This is an optimization exercise on Yosys and OpenROAD, whose aim is small area, a short achievable clock period and few clock cycles, not a production implementation.
In this exercise RTL edits were held to simulation tests only and were not proved equivalent to the original.
Power and IR drop assume default switching activity.

## flow/config.mk

```make
export PLATFORM = sky130hd
export DESIGN_NAME = Main_PipeLine
export DESIGN_NICKNAME = Main_PipeLine
export VERILOG_FILES = /design/flow/design.v
export SDC_FILE = /design/flow/constraint.sdc
export NUM_CORES = 4
export LEC_CHECK = 0
export CAP_MARGIN = 20
export CORE_MARGIN = 2
export CORE_UTILIZATION = 30
export CTS_CLUSTER_DIAMETER = 60
export CTS_CLUSTER_SIZE = 30
export PLACE_DENSITY = 0.6
export SETUP_SLACK_MARGIN = 3.5
export SLEW_MARGIN = 20
export TNS_END_PERCENT = 5
```

## flow/constraint.sdc

```tcl
create_clock -name core_clock -period 6.8 [get_ports {clk}]
set_input_delay 1.3600 -clock core_clock [delete_from_list [all_inputs] [get_ports {clk}]]
set_output_delay 1.3600 -clock core_clock [all_outputs]
set_load 0.01 [all_outputs]
```

## flow/design.v

```verilog
`timescale 1ns / 1ps
module ALU(input [31:0]A, Bx,
			input sub,
			input [6:0]sel,
			output [31:0]Y,
			output Z);
	wire [31:0]s;
	wire co, s0, c16, hs0, hs1;
	wire [15:0]h0, h1;
	wire co0, co1;
	assign {c16, s[15:0], s0} = {1'b0, A[15:0], 1'b1} + {1'b0, Bx[15:0], sub};
	assign {co0, h0} = {1'b0, A[31:16]} + {1'b0, Bx[31:16]};
	assign {co1, h1, hs1} = {1'b0, A[31:16], 1'b1} + {1'b0, Bx[31:16], 1'b1};
	assign s[31:16] = c16 ? h1 : h0;
	assign co = c16 ? co1 : co0;
	wire [31:0]x = A ^ Bx;
	wire [31:0]o = A | Bx;
	wire lt = (A[31] ^ ~Bx[31]) ? A[31] : s[31];
	wire ltu = ~co;
	assign Z = (x == 32'h0);
	assign Y = ({32{sel[0]}} & s) |
	           ({32{sel[1]}} & (A & Bx)) |
	           ({32{sel[2]}} & o) |
	           ({32{sel[3]}} & x) |
	           ({32{sel[4]}} & ~o) |
	           {31'h0, (sel[5] & lt) | (sel[6] & ltu)};
endmodule
`timescale 1ns / 1ps
module RegisterFile_PipeLine(ReadReg1, ReadReg2, WriteReg, RegWrite, WriteData, clk, ReadData1, ReadData2);
	input [4:0]ReadReg1, ReadReg2, WriteReg;
	input clk, RegWrite;
	input [31:0]WriteData;
	output reg [31:0]ReadData1, ReadData2;
	reg [31:0]regfile[31:1];
	integer i;
	always @(*) begin
		ReadData1 = 32'h0;
		ReadData2 = 32'h0;
		for (i = 1; i < 32; i = i + 1) begin
			ReadData1 = ReadData1 | ({32{ReadReg1 == i}} & regfile[i]);
			ReadData2 = ReadData2 | ({32{ReadReg2 == i}} & regfile[i]);
		end
	end
	always @(posedge clk)
		if(RegWrite && WriteReg != 5'h00)
			regfile[WriteReg] <= WriteData;
endmodule
`timescale 1ns / 1ps
module Main_PipeLine(clk, reset, imem_addr, imem_rdata, dmem_addr, dmem_wdata, dmem_we, dmem_rdata);
	input clk, reset;
	output [31:0]imem_addr;
	input [31:0]imem_rdata;
	output [31:0]dmem_addr, dmem_wdata;
	output dmem_we;
	input [31:0]dmem_rdata;
	reg [9:0]pc;
	reg [31:0]a_e, b_e;
	reg sub_e;
	reg [6:0]sel_e;
	reg [4:0]dest_e;
	reg rw_e, mw_e, mr_e, br_e, bne_e, pt_e;
	reg [9:0]alt_e;
	reg [9:0]maddr_e;
	wire [31:0]aluy;
	wire eq;
	ALU alu(.A(a_e), .Bx(b_e), .sub(sub_e), .sel(sel_e), .Y(aluy), .Z(eq));
	assign dmem_addr = {20'h0, maddr_e, 2'b00};
	assign dmem_wdata = b_e;
	assign dmem_we = mw_e;
	wire [31:0]wb = aluy | ({32{mr_e}} & dmem_rdata);
	wire mis = br_e & (eq ^ bne_e ^ pt_e);
	wire [31:0]ins = imem_rdata;
	wire [5:0]op = ins[31:26];
	wire [4:0]rs = ins[25:21];
	wire [4:0]rt = ins[20:16];
	wire [4:0]rd = ins[15:11];
	wire [5:0]fn = ins[5:0];
	wire rtype = (op == 6'd0);
	wire ialu = (op[5:3] == 3'b001);
	wire lw = (op == 6'd35);
	wire sw = (op == 6'd43);
	wire isbr = (op[5:1] == 5'b00010);
	wire [31:0]rf1, rf2;
	RegisterFile_PipeLine regfile(.ReadReg1(rs), .ReadReg2(rt), .WriteReg(dest_e), .RegWrite(rw_e),
		.WriteData(wb), .clk(clk), .ReadData1(rf1), .ReadData2(rf2));
	wire fa = rw_e && (dest_e == rs);
	wire fb = rw_e && (dest_e == rt);
	wire [31:0]ra = fa ? wb : rf1;
	wire [31:0]rb = fb ? wb : rf2;
	wire [11:0]maddr_d;
	assign maddr_d = rf1[11:0] + ins[11:0];
	wire stall = (lw || sw) && fa && ~mis;
	wire rw_d = (rtype && fn != 6'd0) || ialu || lw;
	wire [4:0]dest_d = rtype ? rd : rt;
	wire [6:0]sel_d;
	wire sub_d;
	wire [3:0]code = rtype ? fn[3:0] :
	                 ialu ? (op[2] ? {2'b01, op[1:0]} : (op[1] ? {3'b101, op[0]} : 4'b0000)) :
	                 lw ? 4'b1111 : 4'b0000;
	assign sel_d[0] = (code[3:2] == 2'b00);
	assign sel_d[1] = (code == 4'b0100);
	assign sel_d[2] = (code == 4'b0101);
	assign sel_d[3] = (code == 4'b0110);
	assign sel_d[4] = (code == 4'b0111);
	assign sel_d[5] = (code == 4'b1010);
	assign sel_d[6] = (code == 4'b1011);
	assign sub_d = (code[3:1] == 3'b001) || code[3];
	wire sx_d = ~(ialu && op[2]);
	wire alusrc_d = ~rtype && ~isbr && ~sw;
	wire [31:0]imm_d = {{16{sx_d & ins[15]}}, ins[15:0]};
	wire [31:0]bx_d = (alusrc_d ? imm_d : rb) ^ {32{sub_d}};
	wire [9:0]pc1 = pc + 10'd1;
	wire [9:0]tgt = pc1 + ins[9:0];
	wire same = (rs == rt);
	wire pt_d = isbr && (same ? ~op[0] : (op[0] | ins[15]));
	wire [9:0]npc = mis ? alt_e : (stall ? pc : (pt_d ? tgt : pc1));
	assign imem_addr = {20'h0, pc, 2'b00};
	always @(posedge clk) begin
		a_e <= ra;
		b_e <= bx_d;
		sub_e <= sub_d;
		sel_e <= sel_d;
		dest_e <= dest_d;
		bne_e <= op[0];
		pt_e <= pt_d;
		alt_e <= pt_d ? pc1 : tgt;
		maddr_e <= maddr_d[11:2];
		if (reset) begin
			pc <= 10'h0;
			rw_e <= 1'b0;
			mw_e <= 1'b0;
			mr_e <= 1'b0;
			br_e <= 1'b0;
		end else begin
			pc <= npc;
			rw_e <= ~mis && ~stall && rw_d && (dest_d != 5'h0);
			mw_e <= ~mis && ~stall && sw;
			mr_e <= lw;
			br_e <= ~mis && isbr;
		end
	end
endmodule
```

## flow/run.sh

```bash
#!/bin/bash
# synth_recipe.tcl (not shown) runs the flow's synth.tcl, then flattens the netlist and writes it again
# the make line also repeats each setting of config.mk as NAME=value (left out here)
make -C /OpenROAD-flow-scripts/flow DESIGN_CONFIG=/design/flow/config.mk WORK_HOME=/design/flow/orfs CLKGATE_MAP_FILE= SYNTH_SCRIPT=/design/flow/synth_recipe.tcl finish
```

==> summary.md <==
• no timing/DRC/antenna violations — run status
• 0.302 — starting density of the core
• 0.206 — worst slew slack as a fraction of its limit
• register — type of destination of the critical path
• 0.49 ns — maximum cell stage delay along the critical path
• 3 — worst-case clock buffer depth
• 262000 um — overall routed net length
• 1.18 ns — transition time at the pin with the least slew margin
• 0 — overflow left after global routing
• 0 — Antenna Nets Post-Route
• 172000 um2 — die area
• 0 — max-capacitance violation count
• 150 — placement row count
• 414 um — width of the die
• 3.20 ns — setup slack, reg-to-reg
• 85 — number of distinct library cells after synthesis
• 44.9k — detailed-route via count
• 256 MHz — Peak Freq
• 0 — drt drc
• 39.7 um — WL per Instance
• sky130_fd_sc_hd__edfxtp_1 (59%), sky130_fd_sc_hd__a22oi_1 (9.6%), sky130_fd_sc_hd__dfxtp_1 (4.5%), sky130_fd_sc_hd__a221oi_1 (2.3%), sky130_fd_sc_hd__a22o_1 (2.2%) — top post-synthesis cells by area
• 0.996 — routability congestion estimate
• 21.6 nW — leakage power of the design
• 3.91 ns — final period demand of the worst path
• sky130_fd_sc_hd__edfxtp_1 — predominant post-synthesis flop cell
• 0 — async set-reset flop share out of synthesis
• 90 — clock buffers created by TritonCTS
• 22 — router iterations before antenna repair
• 414 um — height of the chip
• 1.14 ns — pre-CTS setup slack
• 2.89 ns — min setup slack post-route
• 18.2 mW — Pwr Total
• imem_rdata[22] — worst setup path startpoint
• primary input — Worst Setup Start Kind
• buf_12 > nand2b_4 > buf_4 > buf_4 > nor2_4 > a22o_1 > a221oi_1 > nand3_1 > or3_4 > ha_4 > or3_1 > o31a_1 > a21o_1 > a21oi_2 > xnor2_1 — sequence of cells on the critical path
• 153000 um — post-DP HPWL
• sky130_fd_sc_hd__edfxtp_1 — top cell type by total area after synthesis
• 6604 — non-filler cells in the finished layout
• 56 — largest net degree at the start of global routing
• built — CTS tree
• 25.3% — area growth from synthesis to final layout
• 0 — final setup fails
• 0.575 — share of the clock period used by the worst path
• 0.73 ns — clock latency at the later pin of the worst-skew pair
• 6157 — placed cell count
• sky130_fd_sc_hd__clkbuf_16 — clk root buf
• 7.45 ns — required time worst endpoint
• register to register — min-delay worst type
• 0.184 mV — Max VDD drop
• 0.635 — part of the Yosys area used for sequential elements
• primary input to register — Crit Path Category
• 2 — Synth warnings
• 4467 — count of nets after finishing
• 0 — quantity of hold-fixing buffers added after cts
• 288 nW/um2 — power density normalized to cell area
• 3 — H-Tree Level Count
• sky130_fd_sc_hd__buf_4 — crit-path most repeated cell
• 15.6k — number of fill cells
• yes — unrepaired setup endpoints after global routing
• 118 — count of port buffers added during placement
• 7 — largest fanout on the critical path
• 1105 — register bit total from synthesis
• 167000 um2 — Core Box Area
• regfile.regfile[30][15] — end of the worst register-to-register path
• 348000 um — wire length of the first global-routing pass
• 0.09 ns — clock-pin slew of the registers on the worst-case setup and hold paths
• 0 — number of failing hold endpoints at the final stage
• 14 — antenna violations before repair
• 41.2k — number of global-route vias before repair
• 10 — worst r2r path cells
• 12.9 um2 — syn avg cell area
• 50500 um2 — Synth Cell Area
• 0.590 — share of the synthesized area in the top cell type
• 6.81 — average vias per placed instance
• 0.221 — fraction of final layout cells sized beyond drive strength 1
• maddr_e[8] — capturing instance or port of the critical path
• 0.0360 ns — Layout Skew
• 3912 — number of standard cells after synthesis
• 992 — number of synthesized flops with an enable pin
• 1105 — total clock sinks
• 0.291 — total global-route track usage
• 10.4k — violation count after the first detailed-routing iteration
• sky130_fd_sc_hd__or3_4 — Critical-path top delay cell
• 0 — final slew viol count
• 163 — I/O pin count
• 0 ns — TNS Setup
• b_e[0] — worst r2r src
• 4.56 ns — Crit path arrival time
-- layer usage --
layer / global-route usage / vias up / routed length, um
met1: 0.353 / 21600 / 87800
met2: 0.425 / 5155 / 108000
met3: 0.123 / 1525 / 44600
met4: 0.182 / 10 / 21800
met5: 0 / - / 170
li1: - / 16600 / -
-- cell usage in the layout, fill, tap and decap left out, types with 16 or more instances in the layout --
cell type                         synthesis  routed
sky130_fd_sc_hd__a21o_1                  26      26
sky130_fd_sc_hd__a21oi_1                103      89
sky130_fd_sc_hd__a221oi_1               131     113
sky130_fd_sc_hd__a221oi_2                 1      16
sky130_fd_sc_hd__a222oi_1                81      81
sky130_fd_sc_hd__a22o_1                 128     128
sky130_fd_sc_hd__a22oi_1                646     638
sky130_fd_sc_hd__buf_12                   0      68
sky130_fd_sc_hd__buf_4                   49     343
sky130_fd_sc_hd__buf_6                    3      44
sky130_fd_sc_hd__clkbuf_16                0      96
sky130_fd_sc_hd__clkdlybuf4s50_1          0     100
sky130_fd_sc_hd__clkinv_16                0      16
sky130_fd_sc_hd__conb_1                   1      44
sky130_fd_sc_hd__dfxtp_1                113      97
sky130_fd_sc_hd__edfxtp_1               992     992
sky130_fd_sc_hd__ha_1                    84      63
sky130_fd_sc_hd__inv_1                   97      96
sky130_fd_sc_hd__mux2_2                  19      19
sky130_fd_sc_hd__mux2i_1                 35      33
sky130_fd_sc_hd__nand2_1                258     250
sky130_fd_sc_hd__nand3_1                117     105
sky130_fd_sc_hd__nand4_1                 86      86
sky130_fd_sc_hd__nor2_1                 174      87
sky130_fd_sc_hd__nor2_4                   0      87
sky130_fd_sc_hd__nor3_1                  60      42
sky130_fd_sc_hd__nor3_2                   0      17
sky130_fd_sc_hd__nor4_1                  45      35
sky130_fd_sc_hd__o211ai_1                25      25
sky130_fd_sc_hd__o21ai_0                 52      41
sky130_fd_sc_hd__xnor2_1                 58      56
sky130_fd_sc_hd__xor2_1                  28      28
-- report_power, final --
group	internal (mW)	switching [mW]	leakage (nW)	total, mW
combinational	1.06	2.39	10.0	3.46
clock	2.96	3.25	1.74	6.21
sequential	8.42	0.119	9.88	8.54
-- final cells by class --
type                       count  area (um2)  share of cell area
sequential                  1105       32100               0.507
multi-input combinational   2437       18600               0.294
timing repair buffer         578        5740              0.0908
tap                         2204        2760              0.0436
clock buffer                  98        2400              0.0379
clock inverter                72        1280              0.0203
inverter                     100         383             0.00605
antenna                        9        22.5            0.000356
timing repair inverter         1        5.00           0.0000791
-- worst max-delay path: cells and delay by family --
family	cells	cell delay (ns)
buffers and inverters	3	0.32
XOR/XNOR	1	0.12
AND/OR/NAND/NOR	5	1.23
adder cells (fa/ha/maj)	1	0.18
AO/OA/AOI/OAI	5	1.33
-- logic make-up after synthesis --
family	synth area share
compound gates	0.197
simple gates	0.0827
other cells	0.0000743
fa+ha+maj	0.0224
xor+xnor	0.0149
buf+inv	0.0370
flops	0.635
mux	0.0112
-- flip-flops by register name, summed over array words and instances (netlist names) --
register and count:
rw_e 1, mw_e 1, sel_e 7, regfile.regfile 992
br_e 1, mr_e 1, alt_e 10, maddr_e 10
pt_e 1, b_e 32, a_e 32, pc 10
bne_e 1, sub_e 1, dest_e 5
-- Yosys cell counts (all sizes together) (15+ instances only) --
library cell / instances
mux2: 19
nor2: 176
buf: 176
xor2: 28
nand3: 117
a21o: 26
nand4: 86
clkbuf: 142
xnor2: 58
o21ai: 67
inv: 98
nor4: 46
a221oi: 132
a222oi: 81
and3: 15
a21oi: 105
a22oi: 646
o211ai: 26
ha: 84
dfxtp: 113
a31oi: 23
a22o: 128
nand2b: 17
or3: 26
edfxtp: 992
mux2i: 35
nor3: 60
nand2: 259
-- worst min path at each step --
stage / startpoint / endpoint / slack, ns / cells past startpoint
final: alt_e[4] / pc[4] / 0.45 / 2
after global routing: alt_e[5] / pc[5] / 0.47 / 2
after CTS: alt_e[4] / pc[4] / 0.45 / 2
after detailed placement: alt_e[4] / pc[4] / 0.43 / 2
after global placement: alt_e[6] / pc[6] / 0.42 / 2
after floorplan: alt_e[3] / pc[3] / 0.42 / 2
-- timing repair --
item	CTS	global route
endpoints found under the setup margin	473	606
cloned	3	6
buffers inserted	204	55
pin swaps	92	50
gates resized for setup	225	151
-- per-stage QoR --
stage / utilization / hold WS (ns) / instance area (um2)
after floorplan: - / 0.417 / 50800
after global placement: 0.332 / 0.421 / 55500
after detailed placement: 0.332 / 0.426 / 55500
after CTS: 0.371 / 0.446 / 62000
after global routing: 0.378 / 0.466 / 63200
final: 0.378 / 0.447 / 63300
Testbench counts, summed over its fixed seeds: cycles 35,141.

-- re-timing with driven ports --
In the flow no input, the clock included, has a driving cell. The finished layout below was timed again as built, in two steps.
Step 1 sets driving cells, clkbuf_16 on the clock port and buf_2 on the other inputs (assumed; they add their load-dependent delay and slew).
Step 2, shift: input delay + t, output delay - t, t = (earliest + latest rising clock arrival at the registers) / 2. This alone moves slack from input paths to output paths.
a / b / c = no drivers / after step 1 / after step 2; a / b = the first two.
t (ns): 0.790
slack for setup (ns): 2.889 / 2.875 / 2.084
worst hold slack (ns): 0.447 / 0.447 / 0.447
worst register clock-pin slew, ns: 0.11 / 0.11
cell pins on the clock port's net: 1
After both steps setup and hold are still met in this run. The setup slack of this run moves by -0.014 ns with the drivers and by -0.805 ns with both steps.
